Context: an optimization exercise on an open-source flow, tuned for small area and a short achievable clock period. The choices shown serve that exercise and are no tape-out recipe.
The RTL was checked by simulation tests, not by an equivalence proof against the original design.

==> flow/design.v <==
module rgb2hue(
        input clock,
        input reset_n,
        input in_valid,
        input [7:0] in_red,
        input [7:0] in_green,
        input [7:0] in_blue,
        input in_visual,
        input in_done,
        output out_valid,
        output [7:0] out_red,
        output [7:0] out_green,
        output [7:0] out_blue,
        output [7:0] out_hue,
        output out_visual,
        output out_done
    );
    reg valid1;
    reg [7:0] red1;
    reg [7:0] green1;
    reg [7:0] blue1;
    reg visual1;
    reg done1;
    reg [7:0] max_value1;
    reg [1:0] max_index1;
    reg [7:0] min_value1;
    reg [1:0] min_index1;
    always @(posedge clock)
    begin
        if (reset_n) begin
            valid1 <= in_valid;
            red1[7:0] <= in_red[7:0];
            green1[7:0] <= in_green[7:0];
            blue1[7:0] <= in_blue[7:0];
            visual1 <= in_visual;
            done1 <= in_done;
            if (in_red >= in_green) begin
                if (in_red >= in_blue) begin
                    max_value1[7:0] <= in_red[7:0];
                    max_index1[1:0] <= 1;
                end
                else begin
                    max_value1[7:0] <= in_blue[7:0];
                    max_index1[1:0] <= 3;
                end
            end
            else begin
                if (in_blue >= in_green) begin
                    max_value1[7:0] <= in_blue[7:0];
                    max_index1[1:0] <= 3;
                end
                else begin
                    max_value1[7:0] <= in_green[7:0];
                    max_index1[1:0] <= 2;
                end
            end
            if (in_red < in_green) begin
                if (in_red < in_blue) begin
                    min_value1[7:0] <= in_red[7:0];
                    min_index1[1:0] <= 1;
                end
                else begin
                    min_value1[7:0] <= in_blue[7:0];
                    min_index1[1:0] <= 3;
                end
            end
            else begin
                if (in_blue < in_green) begin
                    min_value1[7:0] <= in_blue[7:0];
                    min_index1[1:0] <= 3;
                end
                else begin
                    min_value1[7:0] <= in_green[7:0];
                    min_index1[1:0] <= 2;
                end
            end
        end 
        else begin
            valid1 <= 1'b0;
            red1[7:0] <= 8'b0;
            green1[7:0] <= 8'b0;
            blue1[7:0] <= 8'b0;
            visual1 <= 1'b0;
            done1 <= 1'b0;
            max_value1[7:0] <= 8'd0;
            max_index1[1:0] <= 2'd0; 
            min_value1[7:0] <= 8'd0; 
            min_index1[1:0] <= 2'd0;
        end
    end
    reg valid2;
    reg [7:0] red2;
    reg [7:0] green2;
    reg [7:0] blue2;
    reg visual2;
    reg done2;
    reg [7:0] dif2;
    reg [7:0] max_value2;
    reg [1:0] max_index2;
    reg [7:0] min_value2;
    reg [1:0] min_index2;
    always @(posedge clock)
    begin
        if (reset_n) begin
            valid2 <= valid1;
            red2[7:0] <= red1[7:0];
            green2[7:0] <= green1[7:0];
            blue2[7:0] <= blue1[7:0];
            visual2 <= visual1;
            done2 <= done1;
            dif2[7:0] <= max_value1[7:0] - min_value1[7:0];
            max_value2[7:0] <= max_value1[7:0];
            max_index2[1:0] <= max_index1[1:0];
            min_value2[7:0] <= min_value1[7:0];
            min_index2[1:0] <= min_index1[1:0];
        end 
        else begin
            valid2 <= 1'b0;
            red2[7:0] <= 8'b0;
            green2[7:0] <= 8'b0;
            blue2[7:0] <= 8'b0;
            visual2 <= 1'b0;
            done2 <= 1'b0;
            dif2[7:0] <= 8'd0;
            max_value2[7:0] <= 8'd0;
            max_index2[1:0] <= 2'd0;
            min_value2[7:0] <= 8'd0; 
            min_index2[1:0] <= 2'd0;
        end
    end
    reg valid3;
    reg [7:0] red3;
    reg [7:0] green3;
    reg [7:0] blue3;
    reg visual3;
    reg done3;
    reg [11:0] hue3;
    reg [7:0] dif3;
    reg [7:0] max_value3;
    reg [1:0] max_index3;
    reg [7:0] min_value3;
    reg [1:0] min_index3;
    always @(posedge clock)
    begin
        if (reset_n) begin
            valid3 <= valid2;
            red3[7:0] <= red2[7:0];
            green3[7:0] <= green2[7:0];
            blue3[7:0] <= blue2[7:0];
            visual3 <= visual2;
            done3 <= done2;
            dif3[7:0] <= dif2[7:0];
            max_value3[7:0] <= max_value2[7:0];
            max_index3[1:0] <= max_index2[1:0];
            min_value3[7:0] <= min_value2[7:0];
            min_index3[1:0] <= min_index2[1:0];
            if (dif2 > 0) begin
                if (max_index2 == 1) begin
                    if (green2 < blue2) begin
                        hue3[11:0] <= ((blue2 - green2) << 4);
                    end
                    else begin
                        hue3[11:0] <= ((green2 - blue2) << 4);
                    end
                end
                if (max_index2 == 2) begin
                    if (blue2 < red2) begin
                        hue3[11:0] <= ((red2 - blue2) << 4);
                    end
                    else begin
                        hue3[11:0] <= ((blue2 - red2) << 4);
                    end
                end
                if (max_index2 == 3) begin
                    if (red2 < green2) begin
                        hue3[11:0] <= ((green2 - red2) << 4);
                    end
                    else begin
                        hue3[11:0] <= ((red2 - green2) << 4);
                    end
                end
            end
            else begin
                hue3[11:0] <= 12'd0;             
            end
        end
        else begin
            valid3 <= 1'b0;
            red3[7:0] <= 8'b0;
            green3[7:0] <= 8'b0;
            blue3[7:0] <= 8'b0;
            visual3 <= 1'b0;
            done3 <= 1'b0;
            hue3[11:0] <= 12'd0;
            dif3[7:0] <= 8'd0;
            max_value3[7:0] <= 8'd0;
            max_index3[1:0] <= 2'd0;
            min_value3[7:0] <= 8'd0;
            min_index3[1:0] <= 2'd0;
        end
    end
    reg valid4;
    reg [7:0] red4;
    reg [7:0] green4;
    reg [7:0] blue4;
    reg visual4;
    reg done4;
    reg [11:0] hue4;
    reg [7:0] dif4;
    reg [1:0] max_index4;
    always @(posedge clock)
    begin
        if (reset_n) begin
            valid4 <= valid3;
            red4[7:0] <= red3[7:0];
            green4[7:0] <= green3[7:0];
            blue4[7:0] <= blue3[7:0];
            visual4 <= visual3;
            done4 <= done3;          
            dif4[7:0] <= dif3[7:0];
            max_index4 <= max_index3;
            hue4[11:0] <= (hue3 / dif3);
        end
        else begin
            valid4 <= 1'b0;
            red4[7:0] <= 8'b0;
            green4[7:0] <= 8'b0;
            blue4[7:0] <= 8'b0;
            visual4 <= 1'b0;
            done4 <= 1'b0;
            hue4[11:0] <= 12'd0;
            dif4[7:0] <= 8'd0;
            max_index4[1:0] <= 2'd0;
        end
    end
    reg valid5;
    reg [7:0] red5;
    reg [7:0] green5;
    reg [7:0] blue5;
    reg visual5;
    reg done5;
    reg [11:0] hue5;
    always @(posedge clock)
    begin
        if (reset_n) begin
            valid5 <= valid4;
            red5[7:0] <= red4[7:0];
            green5[7:0] <= green4[7:0];
            blue5[7:0] <= blue4[7:0];
            visual5 <= visual4;
            done5 <= done4;
            if (dif4 > 0) begin
                if (max_index4 == 1) begin
                    if (green4 < blue4) begin
                        hue5[11:0] <= 96 - hue4;
                    end
                    else begin
                        hue5[11:0] <= 0 + hue4;
                    end
                end
                if (max_index4 == 2) begin
                    if (blue4 < red4) begin
                        hue5[11:0] <= 32 - hue4;
                    end
                    else begin
                        hue5[11:0] <= 32 + hue4;
                    end
                end
                if (max_index4 == 3) begin
                    if (red4 < green4) begin
                        hue5[11:0] <= 64 - hue4;
                    end
                    else begin
                        hue5[11:0] <= 64 + hue4;
                    end
                end
            end
            else begin
                hue5[11:0] <= 12'd0;             
            end
        end
        else begin
            valid5 <= 1'b0;
            red5[7:0] <= 8'b0;
            green5[7:0] <= 8'b0;
            blue5[7:0] <= 8'b0;
            visual5 <= 1'b0;
            done5 <= 1'b0;
            hue5[11:0] <= 12'd0;
        end
    end
    reg valid;
    reg [7:0] red;
    reg [7:0] green;
    reg [7:0] blue;
    reg visual;
    reg done;
    reg [18:0] hue;
    always @(posedge clock)
    begin
        if (reset_n) begin
            valid <= valid5;
            red[7:0] <= red5[7:0];
            green[7:0] <= green5[7:0];
            blue[7:0] <= blue5[7:0];
            visual <= visual5;
            done <= done5;
            hue[18:0] <= (85 * hue5);
        end
        else begin 
            valid <= 1'b0;
            red[7:0] <= 8'b0;
            green[7:0] <= 8'b0;
            blue[7:0] <= 8'b0;
            visual <= 1'b0;
            done <= 1'b0;
            hue[18:0] <= 19'd0;
        end
    end
    assign out_valid = valid;
    assign out_red[7:0] = red[7:0];
    assign out_green[7:0] = green[7:0];  
    assign out_blue[7:0] = blue[7:0];
    assign out_hue[7:0] = hue[12:5];
    assign out_visual = visual;
    assign out_done = done;
endmodule
==> flow/run.sh <==
#!/bin/bash
# synth_recipe.tcl (not shown) runs the flow's synth.tcl, then flattens the netlist and writes it again
# the make line also repeats each setting of config.mk as NAME=value (left out here)
make -C /OpenROAD-flow-scripts/flow DESIGN_CONFIG=/design/flow/config.mk WORK_HOME=/design/flow/orfs CLKGATE_MAP_FILE= SYNTH_SCRIPT=/design/flow/synth_recipe.tcl finish
==> flow/config.mk <==
export PLATFORM = sky130hd
export DESIGN_NAME = rgb2hue
export DESIGN_NICKNAME = rgb2hue
export VERILOG_FILES = /design/flow/design.v
export SDC_FILE = /design/flow/constraint.sdc
export NUM_CORES = 4
export LEC_CHECK = 0
export CAP_MARGIN = 20
export CORE_MARGIN = 2
export CORE_UTILIZATION = 40
export SLEW_MARGIN = 20
==> flow/constraint.sdc <==
create_clock -name core_clock -period 20.0 [get_ports {clock}]
set_input_delay 4.0000 -clock core_clock [delete_from_list [all_inputs] [get_ports {clock}]]
set_output_delay 4.0000 -clock core_clock [all_outputs]
set_load 0.01 [all_outputs]
==> metrics.md, run 1 <==
| Metric | Value |
|---|---|
| Status | `finished clean` |
| R2R Setup Slk | `1.26 ns` |
| WP data arrival | `19.14 ns` |
| CP Capture Type | `register` |
| H-tree levels | `1` |
| Worst skew pair latency | `0.54 ns` |
| Die Wd | `201 um` |
| Hold Path Origin | `red3[2]` |
| Starting Density | `40.8%` |
| Die area | `40,200 um^2` |
| Unique masters post-synth | `84` |
| Row cnt | `71` |
| Drt drc | `0` |
| Max Slew Vio Count | `0` |
| Die H | `201 um` |
| Core ar. | `37,800 um^2` |
| CTS buffer count | `27` |
| Rel. slew slack | `34.2%` |
| Min-Delay Endpoint | `red4[2]` |
| Delay of the slowest critical-path stage | `0.63 ns` |
| Post-synth top flop | `dfxtp_1` |
| Global-route wire length before repair | `57.8 mm` |
| Slowest CP cell | `or4_4` |
| Mean Syn Cell Area | `8.73 um^2` |
| Max clock buf depth | `3` |
| Global route overflow | `0` |
| DP Worst Slack | `0.684 ns` |
| Post-route ant nets | `0` |
| DR pass1 iterations | `6` |
| Synth Instances | `1,770` |
| Fin crit share | `93.7%` |
| Commonest non-fill, non-tap cell in the layout | `dfxtp_1` |
| Fin worst setup slack | `1.26 ns` |
| Critical path's most frequent cell | `ha_1` |
| HP Class | `register to register` |
| Vias per cell | `5.14` |
| Number of port buffers | `63` |
| Fmax | `53.4 MHz` |
| CP Launch Type | `register` |
| Area Overhead vs Synth | `14.0%` |
| Final Skew | `0.0172 ns` |
| Initial antenna violation count | `0` |
| Num ports | `64` |
| Final setup vio count | `0` |
| WL/cell | `15.0 um` |
| Min-Delay Path Depth | `1` |
| Worst reg2reg endpoint | `hue4[0]` |
| Ys Warns | `1` |
| Worst r2r path cells | `79` |
| Nets@finish | `2,063` |
| Detailed Route WL | `35.3 mm` |
| Fillers | `3,656` |
| Hold Worst Slack | `0.425 ns` |
| Share of cells above drive strength 1 | `7.98%` |
| Syn_nets | `2,011` |
| Worst Path Required | `20.40 ns` |
| Post-DP HPWL | `26.9 mm` |
| Final hold vios | `0` |
| Fin crit period | `18.74 ns` |
| Via count | `12,100` |
| Area contributors post-synth | `dfxtp_1, ha_1, nor2_1` |
| Tot GR Track Use | `17.1%` |
| EDFF count, synth | `0` |
| Seq/Total Area, Yosys | `32.4%` |
| Gpl congestion | `0.905` |
| CTS tree | `yes` |
| #FFs+latches synth | `250` |
| Mapped Area | `15,500 um^2` |
| Largest registers | `hue4: 12 flops, hue5: 12 flops` |
| Asr flop ratio synth | `0%` |
| Largest net degree at the start of global routing | `108` |
| Max Cap Viol | `0` |
| CTS sink cnt | `250` |
| Share of Yosys cell area claimed by the top area cell type | `32.4%` |
| RR Startpoint | `dif3[6]` |
| Clk slew on worst S/H paths | `0.06 ns` |
| Worst Max-Slew Pin Slew | `0.977 ns` |
| Vias in the first global route | `11,700` |
| CTS Root Buffer Type | `clkbuf_16` |
| Max Fanout on Critical Path | `11` |
| Crit Path Category | `register to register` |
| Cell taking the most area after synthesis | `dfxtp_1` |
| Initial DRC Count | `871` |
| Most frequent cells in the layout | `dfxtp_1, nor2_1, ha_1, inv_1, and2_1` |
| # diodes | `0` |
critical path, delay by kind of cell (launching register included):
| kind | cells | cell delay [ns] |
|---|---|---|
| compound gates | 43 | 9.04 |
| fa+ha+maj | 11 | 3.51 |
| buf+inv | 2 | 0.26 |
| flops | 1 | 0.35 |
| mux | 3 | 0.90 |
| simple gates | 20 | 4.56 |
what timing repair did:
item                                    CTS  global route
endpoints found under the setup margin    0             1
setup buffers                             0             9
hold buffers                              0             0
resized for setup                         0            15
worst max-delay path by stage:
| stage | endpoint | from | cells past startpoint |
|---|---|---|---|
| detailed placement | hue4[0] | dif3[6] | 82 |
| global placement | hue4[0] | dif3[6] | 81 |
| global route | hue4[0] | dif3[6] | 79 |
| floorplan | hue4[0] | dif3[6] | 83 |
| finish | hue4[0] | dif3[6] | 79 |
| CTS | hue4[0] | dif3[6] | 81 |
kinds of logic after synthesis:
group	synth area share (%)
AO/OA/AOI/OAI	17.2
XOR/XNOR	3.80
adder cells (fa/ha/maj)	18.2
buffers and inverters	5.83
flip-flops	32.4
multiplexers	4.49
AND/OR/NAND/NOR	18.1
synth_stat cells, drive strengths merged, types with 16 or more instances:
master	instances
o21ai	79
a21o	46
inv	175
o21a	30
fa	21
nand3	16
mux2	29
nand2b	25
nor2b	24
and2	113
nand2	59
xor2	22
ha	191
mux2i	25
nor3	44
xnor2	45
or3	16
dfxtp	250
clkbuf	51
nand4	17
a211oi	16
a21oi	98
nor2	202
metrics by stage:
| stage | utilization (%) | std cells | setup TNS [ns] | cell area [um^2] |
|---|---|---|---|---|
| floorplan | - | 1770 | 0 | 15500 |
| global placement | 43.7 | 2295 | 0 | 16600 |
| detailed placement | 43.7 | 2295 | 0 | 16600 |
| CTS | 46.2 | 2345 | 0 | 17500 |
| global route | 46.5 | 2354 | -0.0236 | 17600 |
| finish | 46.5 | 2354 | 0 | 17600 |
final cells by class:
cell class              count  area (um^2)  area share (%)
well taps                 511          639            3.63
clock inverters            15          186            1.06
inverters                 176          662            3.76
multi-input cells        1285         9610            54.5
repair buffers             82          768            4.36
clock buffers              35          746            4.23
flip-flops and latches    250         5000            28.4
per-layer routing:
metal	vias to the layer above	part of all wire, %	GRT usage [%]
met5	-	0	0
met4	0	2.6	5.13
met3	56	4.3	2.01
met2	279	44	27.8
met1	5553	49	23.7
li1	6201	-	-
==> run 2, diff against run 1 <==
==> flow/design.v (replaced) <==
module rgb2hue(
        input clock,
        input reset_n,
        input in_valid,
        input [7:0] in_red,
        input [7:0] in_green,
        input [7:0] in_blue,
        input in_visual,
        input in_done,
        output out_valid,
        output [7:0] out_red,
        output [7:0] out_green,
        output [7:0] out_blue,
        output [7:0] out_hue,
        output out_visual,
        output out_done
    );
    reg [26:0] p1, p2, p3, p4, p5, p6;
    reg [7:0] hue6;
    reg [2:0] cnt;
    always @(posedge clock)
    begin
        if (!reset_n)
            cnt <= 3'd0;
        else if (cnt != 3'd5)
            cnt <= cnt + 3'd1;
    end
    wire en = reset_n & (cnt == 3'd5);
    wire [7:0] r3 = p3[23:16];
    wire [7:0] g3 = p3[15:8];
    wire [7:0] b3 = p3[7:0];
    reg ge_rg4, ge_gb4, ge_br4;
    wire [7:0] r4 = p4[23:16];
    wire [7:0] g4 = p4[15:8];
    wire [7:0] b4 = p4[7:0];
    wire red_max4   = ge_rg4 & ~ge_br4;
    wire green_max4 = ge_gb4 & ~ge_rg4;
    wire blue_max4  = ge_br4 & ~ge_gb4;
    wire [7:0] max4 = red_max4 ? r4 : green_max4 ? g4 : blue_max4 ? b4 : r4;
    wire [7:0] mid4 = red_max4 ? (ge_gb4 ? g4 : b4) :
                      green_max4 ? (ge_br4 ? b4 : r4) :
                      blue_max4 ? (ge_rg4 ? r4 : g4) : r4;
    wire [7:0] min4 = red_max4 ? (ge_gb4 ? b4 : g4) :
                      green_max4 ? (ge_br4 ? r4 : b4) :
                      blue_max4 ? (ge_rg4 ? g4 : r4) : r4;
    wire [7:0] dif4 = max4 - min4;
    wire [7:0] d4 = mid4 - min4;
    wire [7:0] difp4 = {dif4[7:1], dif4[0] | ~(|dif4[7:1])};
    wire q4_4 = (d4 == difp4);
    wire [9:0] t3 = {1'b0, d4, 1'b0} - {2'b0, difp4};
    wire q3_4 = ~t3[9];
    wire [7:0] rm3 = q3_4 ? t3[7:0] : {d4[6:0], 1'b0};
    wire [9:0] t2 = {1'b0, rm3, 1'b0} - {2'b0, difp4};
    wire q2_4 = ~t2[9];
    wire [7:0] rm2 = q2_4 ? t2[7:0] : {rm3[6:0], 1'b0};
    reg [7:0] rem5, dif5;
    reg q4_5, q3_5, q2_5;
    reg ge_rg5, ge_gb5, ge_br5;
    wire [9:0] t1 = {1'b0, rem5, 1'b0} - {2'b0, dif5};
    wire q1_5 = ~t1[9];
    wire [7:0] rm1 = q1_5 ? t1[7:0] : {rem5[6:0], 1'b0};
    wire [9:0] t0 = {1'b0, rm1, 1'b0} - {2'b0, dif5};
    wire q0_5 = ~t0[9];
    wire [4:0] q5 = q4_5 ? 5'd16 : {1'b0, q3_5, q2_5, q1_5, q0_5};
    wire red_max5   = ge_rg5 & ~ge_br5;
    wire green_max5 = ge_gb5 & ~ge_rg5;
    wire blue_max5  = ge_br5 & ~ge_gb5;
    reg [6:0] h5;
    always @(*)
    begin
        if (red_max5)
            h5 = ge_gb5 ? {2'b0, q5} : 7'd96 - {2'b0, q5};
        else if (green_max5)
            h5 = ge_br5 ? 7'd32 + {2'b0, q5} : 7'd32 - {2'b0, q5};
        else if (blue_max5)
            h5 = ge_rg5 ? 7'd64 + {2'b0, q5} : 7'd64 - {2'b0, q5};
        else
            h5 = 7'd0;
    end
    wire [13:0] h85 = {7'b0, h5} * 14'd85;
    always @(posedge clock)
    begin
        p1 <= {in_valid, in_visual, in_done, in_red, in_green, in_blue};
        p2 <= p1;
        p3 <= p2;
        p4 <= p3;
        p5 <= p4;
        p6 <= en ? p5 : 27'd0;
        ge_rg4 <= r3 >= g3;
        ge_gb4 <= g3 >= b3;
        ge_br4 <= b3 >= r3;
        rem5 <= rm2;
        dif5 <= difp4;
        q4_5 <= q4_4;
        q3_5 <= q3_4;
        q2_5 <= q2_4;
        ge_rg5 <= ge_rg4;
        ge_gb5 <= ge_gb4;
        ge_br5 <= ge_br4;
        hue6 <= en ? h85[12:5] : 8'd0;
    end
    assign out_valid = p6[26];
    assign out_visual = p6[25];
    assign out_done = p6[24];
    assign out_red = p6[23:16];
    assign out_green = p6[15:8];
    assign out_blue = p6[7:0];
    assign out_hue = hue6;
endmodule
==> run 2 against run 1 <==
Effect of this change: cell count fell by 48%; synthesized area fell by 43%; global-route usage fell by 2.6 points; wire length fell by 54%; synthesized cell count fell by 51%; sequential cell count fell by 52; worst setup slack improved by 11 ns; first-iteration DRC count fell by 71%; maximum frequency rose by 130%; non-clock buffer count fell by 16; highest routed layer unchanged.
==> metrics.md, run 2 <==
| Metric | Value |
|---|---|
| Number of port buffers | `63` |
| Final hold vios | `0` |
| Vias in the first global route | `5,799` |
| Area after DPL | `9680 um^2` |
| Post-CTS Setup Inserts | `0` |
| Ys Warns | `1` |
| Max Cap Viol | `0` |
| Drt drc | `0` |
| Share of Yosys cell area claimed by the top area cell type | `45.3%` |
| Largest net degree at the start of global routing | `49` |
| Tot GR Track Use | `14.5%` |
| R2R Setup Slk | `11.82 ns` |
| Initial antenna violation count | `0` |
| Slowest CP cell | `a21oi_1` |
| Final setup vio count | `0` |
| Fmax | `122 MHz` |
| Die Wd | `152 um` |
| Max Fanout on Critical Path | `15` |
| Area contributors post-synth | `dfxtp_1, ha_1, mux2_2` |
| Area Overhead vs Synth | `17.5%` |
| CTS resizes | `0` |
| EDFF count, synth | `0` |
| Starting Density | `40.4%` |
| Global-route wire length before repair | `27.6 mm` |
| Die H | `152 um` |
| Mapped Area | `8760 um^2` |
| Count leader, synth | `dfxtp_1` |
| Num ports | `64` |
| #FFs+latches synth | `198` |
| Post-route cell area | `10,300 um^2` |
| Worst r2r path cells | `37` |
| Min-Delay Path Depth | `0` |
| WP data arrival | `8.49 ns` |
| Vias per cell | `4.83` |
| Asr flop ratio synth | `0%` |
| Max clock buf depth | `2` |
| Worst Max-Slew Pin Slew | `1.06 ns` |
| Nets@finish | `1,066` |
| Commonest non-fill, non-tap cell in the layout | `dfxtp_1` |
| Post-route ant nets | `0` |
| Gpl congestion | `0.840` |
| Fin crit share | `40.9%` |
| Seq/Total Area, Yosys | `45.3%` |
| Unique masters post-synth | `61` |
| Syn_nets | `1,003` |
| Core ar. | `21,700 um^2` |
| Mean Syn Cell Area | `10.1 um^2` |
| CTS Root Buffer Type | `clkbuf_16` |
| Status | `finished clean` |
| HP Class | `register to register` |
| Setup TNS | `0 ns` |
| Most frequent cells in the layout | `dfxtp_1, ha_1, inv_1, clkdlybuf4s50_1, o21ai_0` |
| Max Slew Vio Count | `0` |
| # diodes | `0` |
| Rel. slew slack | `29.5%` |
| Cell taking the most area after synthesis | `dfxtp_1` |
| Share of cells above drive strength 1 | `7.52%` |
| Most frequent cells after synthesis | `dfxtp_1, ha_1, inv_1, o21ai_0, nor2_1` |
| DR pass1 iterations | `5` |
| Post-DP HPWL | `12.2 mm` |
| Hold Worst Slack | `0.323 ns` |
| Synth Instances | `868` |
| Clk slew on worst S/H paths | `0.08 ns` |
| Worst reg2reg endpoint | `hue6[7]` |
| RR Startpoint | `dif5[1]` |
| Die area | `23,100 um^2` |
| CP Capture Type | `register` |
| CTS sink cnt | `198` |
| CTS Hold Bufs | `0` |
| WL/cell | `13.2 um` |
| Crit Path Category | `register to register` |
| Via count | `5,918` |
| Worst Path Required | `20.31 ns` |
| Initial DRC Count | `253` |
| Row cnt | `54` |
| Min-Delay Endpoint | `p2[13]` |
| H-tree levels | `4` |
| Unrepaired setup endpoints after global routing | `no` |
| Worst skew pair latency | `0.43 ns` |
| Post-synth top flop | `dfxtp_1` |
| Global route overflow | `0` |
| CTS buffer count | `17` |
| Fin crit period | `8.18 ns` |
| Detailed Route WL | `16.1 mm` |
| Final Skew | `0.0114 ns` |
| CTS tree | `yes` |
| Delay of the slowest critical-path stage | `0.82 ns` |
| CP Launch Type | `register` |
| Hold Path Origin | `p1[13]` |
-- run 2: cell types whose count changed after synthesis, moves of 15 or more --
cell	before	now
o21a_1	29	4
a21o_1	46	20
nor3_1	43	10
nor3b_1	0	15
mux2i_1	25	4
clkbuf_1	51	17
a21oi_1	98	47
inv_1	175	75
ha_1	191	97
nand4_1	17	1
nand2_1	59	34
dfxtp_1	250	198
nor2_1	202	49
and2_1	113	31
-- run 2: worst max path at each step --
| stage | from | to | slack (ns) | cells past startpoint |
|---|---|---|---|---|
| global route | dif5[1] | hue6[6] | 11.06 | 37 |
| finish | dif5[1] | hue6[7] | 11.82 | 37 |
| CTS | dif5[1] | hue6[7] | 11.86 | 37 |
| detailed placement | dif5[1] | hue6[7] | 11.89 | 37 |
| global placement | dif5[1] | hue6[7] | 12.11 | 36 |
| floorplan | dif5[1] | hue6[7] | 13.01 | 36 |
-- run 2: cell type report --
class                      count  area, um^2
clock buffer                  17         425
clock inverter                15         191
fill                        2018       11400
inverter                      77         289
multi-input combinational    571        4420
sequential                   198        3960
tap                          280         350
timing repair buffer          66         653
-- run 2: cells by family (layout without fill, tap and decap cells) --
logic type | Yosys count | count (layout) | synth area share (%)
flip-flops | 198 | 198 | 45.3
AND/OR/NAND/NOR | 198 | 198 | 11.9
AO/OA/AOI/OAI | 188 | 188 | 13.7
adder cells (fa/ha/maj) | 106 | 106 | 15.9
buffers and inverters | 99 | 175 | 4.30
XOR/XNOR | 46 | 46 | 4.69
multiplexers | 33 | 33 | 4.23
-- run 2: through the flow --
stage | worst slack [ns] | util, % | cells
detailed placement | 11.89 | 44.6 | 1192
floorplan | 13.01 | - | 868
global placement | 12.11 | 44.6 | 1192
finish | 11.82 | 47.5 | 1224
CTS | 11.86 | 47.5 | 1224
global route | 11.06 | 47.5 | 1224
-- run 2: critical path: cells and delay by family (launching register included) --
| family | cells | cell delay [ns] |
|---|---|---|
| fa+ha+maj | 7 | 2.29 |
| mux | 1 | 0.42 |
| simple gates | 6 | 0.89 |
| xor+xnor | 1 | 0.13 |
| buf+inv | 3 | 0.17 |
| compound gates | 19 | 3.87 |
| flops | 1 | 0.31 |
-- run 2: metal layers --
metal | global-route usage, % | share of wire, % | vias to the layer above
li1 | - | - | 3105
met1 | 19.6 | 51 | 2697
met2 | 23.1 | 45 | 97
met3 | 2.74 | 2.8 | 19
met4 | 5.38 | 1.9 | 0
met5 | 0 | 0 | -

-- re-timing with driven ports --
No port has a modelled driver above. Below, the same layouts with a new extraction and two added sets of constraints.
Step 1, drivers: a clkbuf_16 drives clock and a buf_2 each remaining input, both assumed.
Step 2 times the ports against the registers' clock, not the clock port: input delays grow and output delays shrink by t, the midpoint of the rising clock arrivals with the driver on.
Three values: ideal ports, drivers, drivers and shift; two values: the first two.
| run | t (ns) | slack for setup (ns) | clock arrival spread, ns | slew at the worst register clock pin (ns) | worst slew at a driven data input, ns |
|---|---|---|---|---|---|
| run 1 | 0.585 | 1.256 / 1.256 / 1.256 | 0.019 / 0.020 | 0.06 / 0.06 | 0.04 |
| run 2 | 0.468 | 11.820 / 11.820 / 11.820 | 0.014 / 0.014 | 0.08 / 0.08 | 0.03 |
After both steps setup and hold are still met in every run listed.
